Background: an optimization exercise with open tools, aiming at small area. Do not read the settings as production practice. Function not checked in this run: the RTL went through the layout flow alone.

[design.v]
`timescale 1ns / 1ps
module udp_parser (
    input        clk,
    input        rst,
    input [7:0]  data_in,
    input        valid_in,
    output reg [7:0] payload_data,
    output reg       payload_valid,
    output reg       packet_done
);
    reg [15:0] byte_count,delay_byte_count;
    reg [15:0] udp_length;
    reg [1:0] c_state,n_state;
    reg [7:0] temp_payload_data;
    reg temp_payload_valid,temp_packet_done;
    localparam IDLE   = 2'd0;
    localparam HEADER = 2'd1;
    localparam PAYLOAD = 2'd2;
    always@(posedge clk or posedge rst) begin
    if(rst) begin
    c_state <= IDLE;
    end
    else begin
    c_state <= n_state;
    end
    end
    always@(posedge clk or posedge rst) begin
    if(rst) byte_count <=0;
    else begin 
     if(valid_in) byte_count<=byte_count+1;
    else byte_count<=0;
    end
    end
    always@(posedge clk or posedge rst) begin
    if(rst) udp_length <=0;
    else begin
     if(c_state != IDLE) begin
       if(byte_count == 4)
          udp_length[15:8] <=  data_in;
       else if(byte_count == 5)
          udp_length[7:0] <= data_in;
       else
          udp_length <= udp_length;
      end 
      else udp_length <=0 ;
     end
    end
    always@(*) begin 
    if((byte_count==udp_length)&(c_state==IDLE)) packet_done = 1;
    else packet_done = 0;
    end
    always@(posedge clk or posedge rst) begin
    if(rst) begin
    payload_data  <= 0;
    payload_valid <= 0;
    end
    else begin
     payload_data  <= temp_payload_data;
    payload_valid <= temp_payload_valid;
    end
    end
    always@(posedge clk or posedge rst) begin
    if(rst) begin 
      temp_payload_data <= 0; 
      temp_payload_valid <= 0; 
    end
    else begin
    if(c_state == PAYLOAD) begin
       if(valid_in) begin
         temp_payload_data <= data_in;
         temp_payload_valid <= 1;
       end 
       else begin
         temp_payload_data <= 0;
         temp_payload_valid <= 0;
       end
    end
    else begin
      temp_payload_data  <= 0;
      temp_payload_valid <= 0;
    end 
   end
   end       
    always@(*) begin
    n_state = c_state;
    case(c_state)
    IDLE: begin
     if(valid_in) begin
        n_state = HEADER;
        end
     end
     HEADER: begin
     if(byte_count == 7)
     n_state = PAYLOAD;
     end
     PAYLOAD: begin
       if(byte_count == (udp_length -1)) begin 
        n_state = IDLE; 
       end 
     end 
   endcase
 end
endmodule
`timescale 1ns / 1ps
module fix_parser (
    input        clk,
    input        rst,
    input  [7:0] data_in,
    input        valid_in,
    output reg   msg_complete,
    output reg [7:0] tag,
    output reg tag_valid,
    output reg value_valid,
    output reg [7:0] value
);
reg [7:0]LENGTH[0:4];
wire [16:0]body_length_value,temp0,temp1,temp2,temp3,temp4,temp_sum2,temp_sum1,temp_sum3;
localparam IDLE    = 3'b000;
localparam TAG     = 3'b100;
localparam EQUAL   = 3'b101;
localparam VALUE   = 3'b111;
localparam CONTROL = 3'b110; 
localparam DONE    = 3'b010;
reg [2:0]c_state,n_state;
reg body_length_value_en;
reg [16:0]body_length_counter;
reg body_length_done;
reg [2:0]c_s,n_s;
localparam RESET       = 3'b000;
localparam BEGINSTRING = 3'b001;
localparam BODY_LENGTH = 3'b011;
localparam BODY        = 3'b010;
localparam CHECKSUM    = 3'b110;
always@(*) begin
body_length_value_en = (c_s==BODY_LENGTH)&(n_state==VALUE)? 1'b1:1'b0;
tag_valid = (n_state == TAG);
value_valid = (n_state == VALUE);
end
assign temp4=17'd10000*{9'b000000000,LENGTH[4]};
assign temp3=17'd1000*{9'b000000000,LENGTH[3]};
assign temp2=17'd100*{9'b000000000,LENGTH[2]};
assign temp1=17'd10*{9'b000000000,LENGTH[1]};
assign temp0={9'b000000000,LENGTH[0]};
assign temp_sum1 = temp4+temp0;
assign temp_sum2 = temp3+temp1;
assign temp_sum3 = temp_sum2+temp2;
assign body_length_value=temp_sum3+temp_sum1;
always@(posedge clk or posedge rst) begin : body_length_stack
if(rst) begin
LENGTH[0] <= 0;
LENGTH[1] <= 0;
LENGTH[2] <= 0;
LENGTH[3] <= 0;
LENGTH[4] <= 0;
end 
else begin
if(body_length_value_en) begin
LENGTH[0] <= data_in - 8'h30;
LENGTH[1] <= LENGTH[0];
LENGTH[2] <= LENGTH[1];
LENGTH[3] <= LENGTH[2];
LENGTH[4] <= LENGTH[3];
end 
else if(c_s==BODY_LENGTH | c_s==BODY) begin
LENGTH[0] <= LENGTH[0];
LENGTH[1] <= LENGTH[1];
LENGTH[2] <= LENGTH[2];
LENGTH[3] <= LENGTH[3];
LENGTH[4] <= LENGTH[4];
end 
else begin
LENGTH[0] <= 0;
LENGTH[1] <= 0;
LENGTH[2] <= 0;
LENGTH[3] <= 0;
LENGTH[4] <= 0;
end 
end
end
always@(posedge clk or posedge rst) begin
if(rst) begin
body_length_counter <= 0;
body_length_done <=0;
end
else begin
if(body_length_counter == body_length_value+1) begin
body_length_counter <= 0;
body_length_done <= 1;
end 
else if(c_s == BODY) begin
body_length_counter <= body_length_counter + 1;
body_length_done <= 0;
end 
else begin
body_length_counter <= 0;
body_length_done <= 0;
end
end
end
always@(posedge clk or posedge rst) begin 
  if(rst) c_state <=0;
  else c_state <= n_state;
end
always@(posedge clk or posedge rst) begin 
if(rst) tag <= 0;
else begin
if(tag_valid) tag <= data_in ;
else tag<=0;
end
end
always@(posedge clk or posedge rst) begin
if(rst) value <= 0;
else begin
if(value_valid) value <= data_in ;
else value <= 0;
end
end
always@(*) begin
n_state = c_state;
msg_complete =0;
case(c_state)
IDLE : begin
if((n_s == BEGINSTRING) | (n_s == BODY) |(n_s == BODY_LENGTH))
n_state = TAG;
end
TAG : begin
if(data_in == 8'h3d)
n_state = EQUAL;
end
EQUAL : begin
n_state = VALUE;
end
VALUE : begin
if(data_in == 8'h01) begin
  if(c_s == CHECKSUM)
  n_state = DONE;
  else
  n_state = CONTROL;
end
end
CONTROL : begin
n_state = TAG;
end
DONE : begin
msg_complete = 1;
n_state = IDLE;
end
endcase
end 
always@(posedge clk or posedge rst) begin
  if(rst)
   c_s <= 0;
  else
   c_s <= n_s;
end 
always@(*) begin
n_s=c_s;
case(c_s)
RESET : begin
if(data_in == 8'h38)
n_s = BEGINSTRING;
end
BEGINSTRING : begin
if(data_in == 8'h01)
n_s = BODY_LENGTH;
end 
BODY_LENGTH : begin
if(data_in == 8'h01)
n_s = BODY;
end
BODY : begin
if(body_length_done)
n_s = CHECKSUM;
end
CHECKSUM :  begin
if(data_in == 8'h01)
n_s = RESET;
end 
endcase
end
endmodule
`timescale 1ns / 1ps
module fix_to_order_book(
    input   clk,
    input   rst,
    input   msg_complete,
    input [7:0] tag,
    input tag_valid,
    input value_valid,
    input [7:0] value,
    output reg msg_valid,
    output reg msg_type,
    output reg [47:0]symbol_id,
    output reg side,
    output reg [63:0]price,
    output reg [63:0]quantity,
    output reg [31:0]order_id
    );
    reg [7:0]tag_stack[0:4];
    reg [7:0]value_stack[0:7];
    wire [39:0]tag_data;
    reg  [39:0]tag_data2;
    wire [63:0]value_data;
    reg [63:0]value_data2;
    reg msg_complete_delay1,msg_complete_delay2,msg_complete_delay3,msg_complete_delay4,msg_complete_delay5;
    reg tag_valid_delay1,value_valid_delay1;
     reg [2:0]tag_cs,tag_ns,value_cs,value_ns;
     localparam TAG_IDLE  = 3'b000 ;
     localparam TAG_START = 3'b001;
     localparam TAG_END   = 3'b011;
     localparam TAG_WAIT  = 3'b010;
     localparam VALUE_IDLE  = 3'b000 ;
     localparam VALUE_START = 3'b001;
     localparam VALUE_END   = 3'b011;
     localparam VALUE_WAIT  = 3'b010;
     reg [7:0]MsgType,ExecType,OrdStatus;
     reg [31:0]ClOrdID;
     reg [47:0]Symbol;
     reg Side;
     reg [63:0]LeavesQty,LastPx;
     wire [39:0]MsgType_tag,ClOrdID_tag,OrigClOrdID_tag,OrderID_tag,ExecType_tag,OrdStatus_tag,Price_tag,OrderQty_tag,Side_tag,CumQty_tag,LeavesQty_tag,Symbol_tag,LastPx_tag;
     reg [2:0] MsgType_encode;
     localparam NEW_SINGLE_ORDER     = 3'b001;
     localparam ORDER_MODIFY_REQUEST = 3'b010;
     localparam ORDER_CANCEL_REQUEST = 3'b011;
     localparam EXECUTION            = 3'b100;
     localparam ORDER_CANCEL_REJECT  = 3'b101;
     wire [7:0]  ExecType_temp,OrdStatus_temp;
     wire [31:0] ClOrdID_temp;
     wire [47:0] Symbol_temp;
     wire Side_temp;
     wire [63:0] Quantity_temp_leave;
     wire [63:0] LastPx_temp;
    always@(posedge clk or posedge rst) begin
    if(rst) begin
    msg_complete_delay1   <= 1'b0;
    msg_complete_delay2   <= 1'b0;
    msg_complete_delay3   <= 1'b0;
    msg_complete_delay4   <= 1'b0;
    msg_complete_delay5   <= 1'b0;
    tag_valid_delay1      <= 1'b0;
    value_valid_delay1    <= 1'b0;
    end
    else begin
    msg_complete_delay1   <= msg_complete;
    msg_complete_delay2   <= msg_complete_delay1;
    msg_complete_delay3   <= msg_complete_delay2;
    msg_complete_delay4   <= msg_complete_delay3;
    msg_complete_delay5   <= msg_complete_delay4;
    tag_valid_delay1      <= tag_valid;
    value_valid_delay1    <= value_valid;
    end 
    end
    assign tag_data = {tag_stack[4],tag_stack[3],tag_stack[2],tag_stack[1],tag_stack[0]};
    assign value_data = {value_stack[7],value_stack[6],value_stack[5],value_stack[4],value_stack[3],value_stack[2],value_stack[1],value_stack[0]};
    always@(posedge clk or posedge rst) begin
    if(rst) begin
    tag_data2 <= 0;
    value_data2 <=0;
    end
    else begin
    if(tag_cs == TAG_END) tag_data2 <= tag_data;
    if(value_cs == VALUE_END) value_data2 <= value_data;
    end
    end
    integer i;
    always@(posedge clk or posedge rst) begin :tag_data_assiging
       if(rst) begin
        for(i=0;i<5;i=i+1) begin
        tag_stack[i] <= 0;
        end
        end
       else begin
         if(tag_valid_delay1) begin
          for(i=1;i<5;i=i+1) begin
           tag_stack[i] <= tag_stack[i-1];
          end
         tag_stack[0] <= tag;
         end 
         else if(value_valid_delay1) begin
          for(i=0;i<5;i=i+1) begin
           tag_stack[i] <= 0;
          end
         end
      end
     end
      always@(posedge clk or posedge rst) begin :value_data_assiging
       if(rst) begin
        for(i=0;i<8;i=i+1) begin
        value_stack[i] <= 0;
        end
        end
       else begin
         if(value_valid_delay1) begin
          for(i=1;i<8;i=i+1) begin
           value_stack[i] <= value_stack[i-1];
          end
         value_stack[0] <= value;
         end 
         else if(tag_valid_delay1) begin
          for(i=0;i<8;i=i+1) begin
           value_stack[i] <= 0;
          end
         end
      end
     end
     always@(posedge clk or posedge rst) begin : TAG_FSM
     if(rst) 
     tag_cs <= TAG_IDLE;
     else
     tag_cs <= tag_ns;
     end 
     always@(*) begin
     tag_ns = tag_cs;
     case(tag_cs)
      TAG_IDLE : begin
        if(tag_valid_delay1) tag_ns = TAG_START;
      end
      TAG_START : begin
        if(~tag_valid_delay1) tag_ns = TAG_END;
      end 
      TAG_END : begin
       tag_ns = TAG_WAIT;
      end 
      TAG_WAIT : begin
       tag_ns = TAG_IDLE;
      end 
      endcase
     end 
    always@(posedge clk or posedge rst) begin : VALUE_FSM
     if(rst) 
     value_cs <= VALUE_IDLE;
     else
     value_cs <= value_ns;
     end 
     always@(*) begin
     value_ns = value_cs;
     case(value_cs)
      VALUE_IDLE : begin
        if(value_valid_delay1) value_ns = VALUE_START;
      end
      VALUE_START : begin
        if(~value_valid_delay1) value_ns = VALUE_END;
      end 
      VALUE_END : begin
       value_ns = VALUE_WAIT;
      end 
      VALUE_WAIT : begin
       value_ns = VALUE_IDLE;
      end 
      endcase
     end 
     assign MsgType_tag     = {{24{1'b0}},16'h3335};
     assign ClOrdID_tag     = {{24{1'b0}},16'h3131};
     assign OrigClOrdID_tag = {{24{1'b0}},16'h3431};
     assign OrderID_tag     = {{24{1'b0}},16'h3337};
     assign ExecType_tag    = {{16{1'b0}},24'h313530};
     assign OrdStatus_tag   = {{24{1'b0}},16'h3339};
     assign Price_tag       = {{24{1'b0}},16'h3434};
     assign OrderQty_tag    = {{24{1'b0}},16'h3338};
     assign Side_tag        = {{24{1'b0}},16'h3534};
     assign CumQty_tag      = {{24{1'b0}},16'h3134};
     assign LeavesQty_tag   = {{16{1'b0}},24'h313531};
     assign Symbol_tag      = {{24{1'b0}},16'h3535};
     assign LastPx_tag      = {{24{1'b0}},16'h3331};
     always@(posedge clk or posedge rst) begin
     if(rst) begin
     MsgType     <= 0;
     ClOrdID     <= 0;
     ExecType    <= 0;
     OrdStatus   <= 0;
     Side        <= 0;
     LeavesQty   <= 0;
     Symbol      <= 0;
     LastPx      <= 0;
     end
     else begin
     if(tag_cs == TAG_END) begin
      if( tag_data2 == MsgType_tag )          MsgType <= value_data2[7:0];
      else if( tag_data2 == ClOrdID_tag )     ClOrdID <= value_data2[31:0];
      else if( tag_data2 == ExecType_tag )    ExecType <= value_data2[7:0];
      else if( tag_data2 == OrdStatus_tag )   OrdStatus <= value_data2[7:0];
      else if( tag_data2 == Side_tag )        Side <= value_data2[0];
      else if( tag_data2 == LeavesQty_tag)    LeavesQty <= value_data2;
      else if( tag_data2 == Symbol_tag)       Symbol <= value_data2[47:0];
      else if( tag_data2 == LastPx_tag)       LastPx <= value_data2;
     end 
     else if(msg_complete_delay5) begin
      MsgType     <= 0;
      ClOrdID     <= 0;
      ExecType    <= 0;
      OrdStatus   <= 0;
      Side        <= 0;
      LeavesQty   <= 0;
      Symbol      <= 0;
      LastPx      <= 0;
     end
     end
     end
     always@(posedge clk or posedge rst) begin 
       if(rst) begin
       MsgType_encode <= 0;
       end
       else begin
       if(msg_complete) begin
       case(MsgType[7:0])
        8'h44 : begin MsgType_encode <= NEW_SINGLE_ORDER; end       
        8'h46 : begin MsgType_encode <= ORDER_CANCEL_REQUEST; end   
        8'h47 : begin MsgType_encode <= ORDER_MODIFY_REQUEST; end   
        8'h38 : begin MsgType_encode <= EXECUTION; end              
        8'h39 : begin MsgType_encode <= ORDER_CANCEL_REJECT; end    
        default : begin MsgType_encode <= 3'b000; end
       endcase
       end
       else if(msg_complete_delay4) begin MsgType_encode <= 3'b000;
       end
       end
       end
       assign ExecType_temp       = ExecType[7:0];
       assign OrdStatus_temp      = OrdStatus[7:0];
       assign ClOrdID_temp        = ClOrdID[31:0];
       assign Symbol_temp         = Symbol[47:0];
       assign Side_temp           = Side;
       assign Quantity_temp_leave = LeavesQty[63:0];
       assign LastPx_temp         = LastPx[63:0];      
   always@(*) begin
   msg_valid     = 0;
   msg_type      = 1;
   symbol_id     = 0;
   side          = 0;
   price         = 0;
   quantity      = 0;
   order_id      = 0;
   if((msg_complete|msg_complete_delay1|msg_complete_delay2) && (MsgType_encode==EXECUTION)) begin
   msg_valid = 1;
     casex({ExecType_temp,OrdStatus_temp})
       16'h3030 : begin   
       msg_type      = 1;
       symbol_id     = Symbol_temp;
       side          = Side_temp;
       price         = LastPx_temp;
       quantity      = Quantity_temp_leave;
       order_id      = ClOrdID_temp;
       end 
       16'h4631 : begin   
       msg_type  = 0;
       symbol_id = Symbol_temp;
       side      = Side_temp;
       price     = LastPx_temp;
       quantity  = Quantity_temp_leave;
       order_id  = ClOrdID_temp;
       end
       16'h4632 : begin    
       msg_type  = 0;
       symbol_id = Symbol_temp;
       side      = Side_temp;
       price     = LastPx_temp;
       quantity  = Quantity_temp_leave;
       order_id  = ClOrdID_temp;
       end
       16'h3434 : begin   
       msg_type  = 0;
       symbol_id = Symbol_temp;
       side      = Side_temp;
       price     = LastPx_temp;
       quantity  = Quantity_temp_leave;
       order_id  = ClOrdID_temp;
       end 
       16'h35xx : begin
       msg_type  = 0;
       symbol_id = Symbol_temp;
       side      = Side_temp;
       price     = LastPx_temp;
       quantity  = Quantity_temp_leave;
       order_id  = ClOrdID_temp;
       end 
     endcase
    end 
  end   
endmodule
`timescale 1ns / 1ps
module udp_plus_fix(
    input        clk,
    input        rst,
    input [7:0]  data_in,
    input        valid_in,
    output       fix_packet_done_in,
    output  msg_valid,
    output  msg_type,
    output  [47:0]symbol_id,
    output  side,
    output  [63:0]price,
    output  [63:0]quantity,
    output  [31:0]order_id
    );
    wire [7:0]fix_data_in;
    wire fix_valid_in;
    wire  msg_complete;
    wire [7:0]tag;
    wire tag_valid;
    wire value_valid;
    wire [7:0]value;
    udp_parser udp(
    .clk(clk),
    .rst(rst),
    .data_in(data_in),
    .valid_in(valid_in),
    .payload_data(fix_data_in),
    .payload_valid(fix_valid_in),
    .packet_done(fix_packet_done_in)
    );
    fix_parser fp(
    .clk(clk),
    .rst(rst),
    .data_in(fix_data_in),
    .valid_in(fix_valid_in),
    .msg_complete(msg_complete),
    .tag(tag),
    .tag_valid(tag_valid),
    .value_valid(value_valid),
    .value(value)
);
    fix_to_order_book fto(
    .clk(clk),
    .rst(rst),
    .msg_complete(msg_complete),
    .tag(tag),
    .tag_valid(tag_valid),
    .value_valid(value_valid),
    .value(value),
    .msg_valid(msg_valid),
    .msg_type(msg_type),
    .symbol_id(symbol_id),
    .side(side),
    .price(price),
    .quantity(quantity),
    .order_id(order_id)
    );
endmodule
[run.sh]
#!/bin/bash
# synth_recipe.tcl (not shown) runs the flow's synth.tcl, then flattens the netlist and writes it again
# the make line also repeats each setting of config.mk as NAME=value (left out here)
make -C /OpenROAD-flow-scripts/flow DESIGN_CONFIG=/design/flow/config.mk WORK_HOME=/design/flow/orfs CLKGATE_MAP_FILE= SYNTH_SCRIPT=/design/flow/synth_recipe.tcl finish
[config.mk]
export PLATFORM = sky130hd
export DESIGN_NAME = udp_plus_fix
export DESIGN_NICKNAME = udp_plus_fix
export VERILOG_FILES = /design/flow/design.v
export SDC_FILE = /design/flow/constraint.sdc
export NUM_CORES = 4
export LEC_CHECK = 0
export CAP_MARGIN = 20
export CORE_MARGIN = 2
export CORE_UTILIZATION = 40
export SLEW_MARGIN = 20
[constraint.sdc]
create_clock -name core_clock -period 10.0 [get_ports {clk}]
set_input_delay 2.0000 -clock core_clock [delete_from_list [all_inputs] [get_ports {clk}]]
set_output_delay 2.0000 -clock core_clock [all_outputs]
set_load 0.01 [all_outputs]
==> impl_metrics.tcl <==
set metrics [dict create \
    post_cts_buffers 0 \
    min_from "udp.temp_payload_data[7]$_DFF_PP0_" \
    fin_nets 3359 \
    p_per_area_nw_per_um2 145.1 \
    placed_cells 4034 \
    synth_common_cells "585 x dfrtp_1, 565 x nand2_1, 355 x o21ai_0, 244 x and2_1, 163 x inv_1" \
    portBuffers 222 \
    num_vias 21230 \
    antenna_found_initial 3 \
    cts.sinks 585 \
    cts.clk_slew.worst_paths_ps 60 \
    netlist_instances 2999 \
    hold_violations 0 \
    hold-path-cell-count 0 \
    worstHoldEndpoint "udp.payload_data[7]$_DFF_PP0_" \
    grt.total_usage_pct 18.84 \
    cts-htree-levels 3 \
    ir_drop_mv 0.1327 \
    post-route-period-util_pct 83.79 \
    grt-ovfl-total 0 \
    grt_pass1_wl_mm 118.0 \
    grt_max_degree 181 \
    area_growth_pct 18.29 \
    num_io_pins 223 \
    drt-vias-per-instance 5.108 \
    critPathMaxFanout 18 \
    rrSetupSlack_ps 1620 \
    status "finished clean" \
    path_class "reg -> reg" \
    rr_startpoint "fp.LENGTH[3][0]$_DFFE_PP0P_" \
    drv_slew 0 \
    final_cells 4157 \
    place_area_sq_um 32740 \
    worst_pin_slew_ps 1018 \
    synth.most_common_cell "dfrtp_1" \
    synth-edff-count 0 \
    rr_endpoint "fp.body_length_counter[0]$_DFF_PP0_" \
    synth-seq-cells 585 \
    cts_root_buf "clkbuf_16" \
    dp_hpwl_mm 49.37 \
    ys_seq_area_share_pct 49.29 \
    drive_above_1_share_pct 7.004 \
    clk_path_buf_depth 3 \
    start_util_pct 40.57 \
    antenna_left 0 \
    synth_top_cell_area_share_pct 49.29 \
    drv_cap 0 \
    die_area_sq_um 76440 \
    netlist-cell-type-count 71 \
    avgSynthCellArea_sq_um 9.903 \
    stdcell_area_sq_um 35130 \
    cts_buffers 68 \
    cts_tree "yes" \
    avgRoutedWirePerCell_um 17.16 \
    synth_area_sq_um 29700 \
    die_h_um 276.5 \
    total_leakage_power_nw 16.57 \
    synthArstFlopShare_pct 100.0 \
    finClkSkew_ps 17.76 \
    ctsResizeCount 0 \
    synth-main-ff-cell "dfrtp_1" \
    diodes 0 \
    cp.required_ps 10410 \
    hp-class "reg -> reg" \
    fp.coreArea_sq_um 73210 \
    postCtsHoldBufs 0 \
    rows 99 \
    fin_tns_setup_ps 0 \
    drt_iter0_drc 1337 \
    syn_nets 3212 \
    reg2reg_depth 26 \
    grt_pass1_vias 21870 \
    hold_ws_ps 347.1 \
    rsz0062_at_grt "no" \
    route.detailed.drc 0 \
    synth_area_leaders "dfrtp_1 49%, nand2_1 7.1%, o21ai_0 6.0%, ha_1 5.8%, and2_1 5.1%" \
    total_power_mw 5.099 \
    clock_latency_ps 610 \
    die_w_um 276.5 \
    startpoint_type "register" \
    setup_viol 0 \
    place.gp.congestion 0.8599 \
    totalWireLength_mm 71.32 \
    yosys_warnings 6 \
    yosys.area.top_type "dfrtp_1" \
    cp-end-kind "register" \
    arrival_ps 8790 \
    slew_headroom_pct 30.79 \
    period_minus_slack_ps 8379 \
    dr.pass1.iters 5 \
    fmax_mhz 119.4 \
]
[worst max-delay path, stage by stage, from the launching register on]
cell	delay, ps
dfrtp_1	490
fa_1	600
inv_1	60
fa_1	490
fa_1	560
inv_1	60
fa_1	480
ha_1	320
inv_1	90
o21bai_1	90
a21oi_1	250
o21bai_1	100
a21oi_1	230
xnor2_1	190
fa_1	460
ha_1	310
ha_1	290
ha_1	390
a21oi_1	370
mux2i_1	220
o31ai_1	90
nor3_1	270
nor4b_2	340
and2_1	220
a41oi_1	140
mux2i_2	820
a2111oi_0	250
[cell usage in the layout (no fill, tap or decap), types with 14 or more instances in the layout]
cell             Yosys  routed
nand2_1            565     564
mux2_2              67      67
inv_1              163     162
nand4_1             14      14
xor2_1              37      37
a22o_1              47      47
nor2_1              59      59
ha_1               137     137
nor3_1              22      22
o21ai_0            355     355
buf_4                0      16
and3_1              23      22
nand3_1             37      37
clkdlybuf4s50_1      0     222
and2_1             244     243
fa_1                65      65
nor4_1              20      19
clkbuf_16            0      70
dfrtp_1            585     583
mux2i_1             22      22
nand2b_1           107     107
xnor2_1             82      82
a21oi_1             52      50
[metrics by stage]
| step | setup WS [ps] | util [%] |
|---|---|---|
| CTS | 1423 | 47.96 |
| global route | 1019 | 47.99 |
| floorplan | 26.59 | - |
| global placement | 1653 | 44.73 |
| detailed placement | 1437 | 44.73 |
| finish | 1621 | 47.99 |
[power by group]
part	total, mW	internal, mW	switching (mW)
Combinational	0.132	0.0397	0.0925
Clock	2.58	1.56	1.03
Sequential	2.38	2.37	0.00872
[final cells by class]
type	count	area, sq um
repair buffers	241	2402
inverters	163	615.6
clock buffers	93	1938
multi-input cells	2087	13900
well taps	959	1200
flip-flops and latches	585	14650
fillers	6792	38080
clock inverters	29	426.7
[worst max path at each step]
stage	startpoint	endpoint	slack, ps	cells past startpoint
after CTS	fp.LENGTH[3][0]$_DFFE_PP0P_	fp.body_length_counter[0]$_DFF_PP0_	1420	25
final	fp.LENGTH[3][0]$_DFFE_PP0P_	fp.body_length_counter[0]$_DFF_PP0_	1620	26
after floorplan	rst	fp.LENGTH[0][0]$_DFFE_PP0P_	30	1
after detailed placement	fp.LENGTH[3][0]$_DFFE_PP0P_	fp.body_length_counter[0]$_DFF_PP0_	1440	25
after global routing	fp.LENGTH[3][0]$_DFFE_PP0P_	fp.body_length_counter[0]$_DFF_PP0_	1020	26
after global placement	fp.LENGTH[3][0]$_DFFE_PP0P_	fp.body_length_counter[0]$_DFF_PP0_	1650	25
[state kept, by name, indices dropped and copies added (netlist names), 17 cells and up]
register and cells:
fto.ClOrdID 32, fto.tag_data2 40, fp.LENGTH 40, fto.LastPx 64
fto.Symbol 48, fto.value_stack 64, fto.value_data2 64, fto.tag_stack 40
fto.LeavesQty 64, fp.body_length_counter 17
[cells by family after synthesis]
group	after synthesis	synth area share [%]
AND/OR/NAND/NOR	1135	18.63
adder cells (fa/ha/maj)	202	10.15
AO/OA/AOI/OAI	538	10.66
flip-flops	585	49.29
multiplexers	90	3.328
buffers and inverters	327	4.192
XOR/XNOR	122	3.745
[metal layers]
metal	GRT usage, %	vias to the layer above	wire, um
met3	3.203	96	2536
met4	4.974	2	1502
met2	31.94	360	34710
li1	-	10210	-
met5	0	-	18
met1	24.98	10570	32550

## re-timing with driven ports
In the flow no input, the clock included, has a driving cell. The finished layout below was timed again as built, in two steps. Step 1 sets driving cells, clkbuf_16 on the clock port and buf_2 on the other inputs (assumed; they add their load-dependent delay and slew). Step 2 also shifts input and output timing later by t, the mid clock arrival at the registers, as if the neighbouring blocks saw the same clock. Three values: ideal, step 1, step 2; two values: the first two.
t (ns): 0.661
slack for setup (ns): 1.621 / 1.621 / 1.621
clock arrival spread, ns: 0.019 / 0.019
After both steps this run still meets setup and hold. For this run, drivers alone change the setup slack by 0.000 ns; drivers and shift together by 0.000 ns.
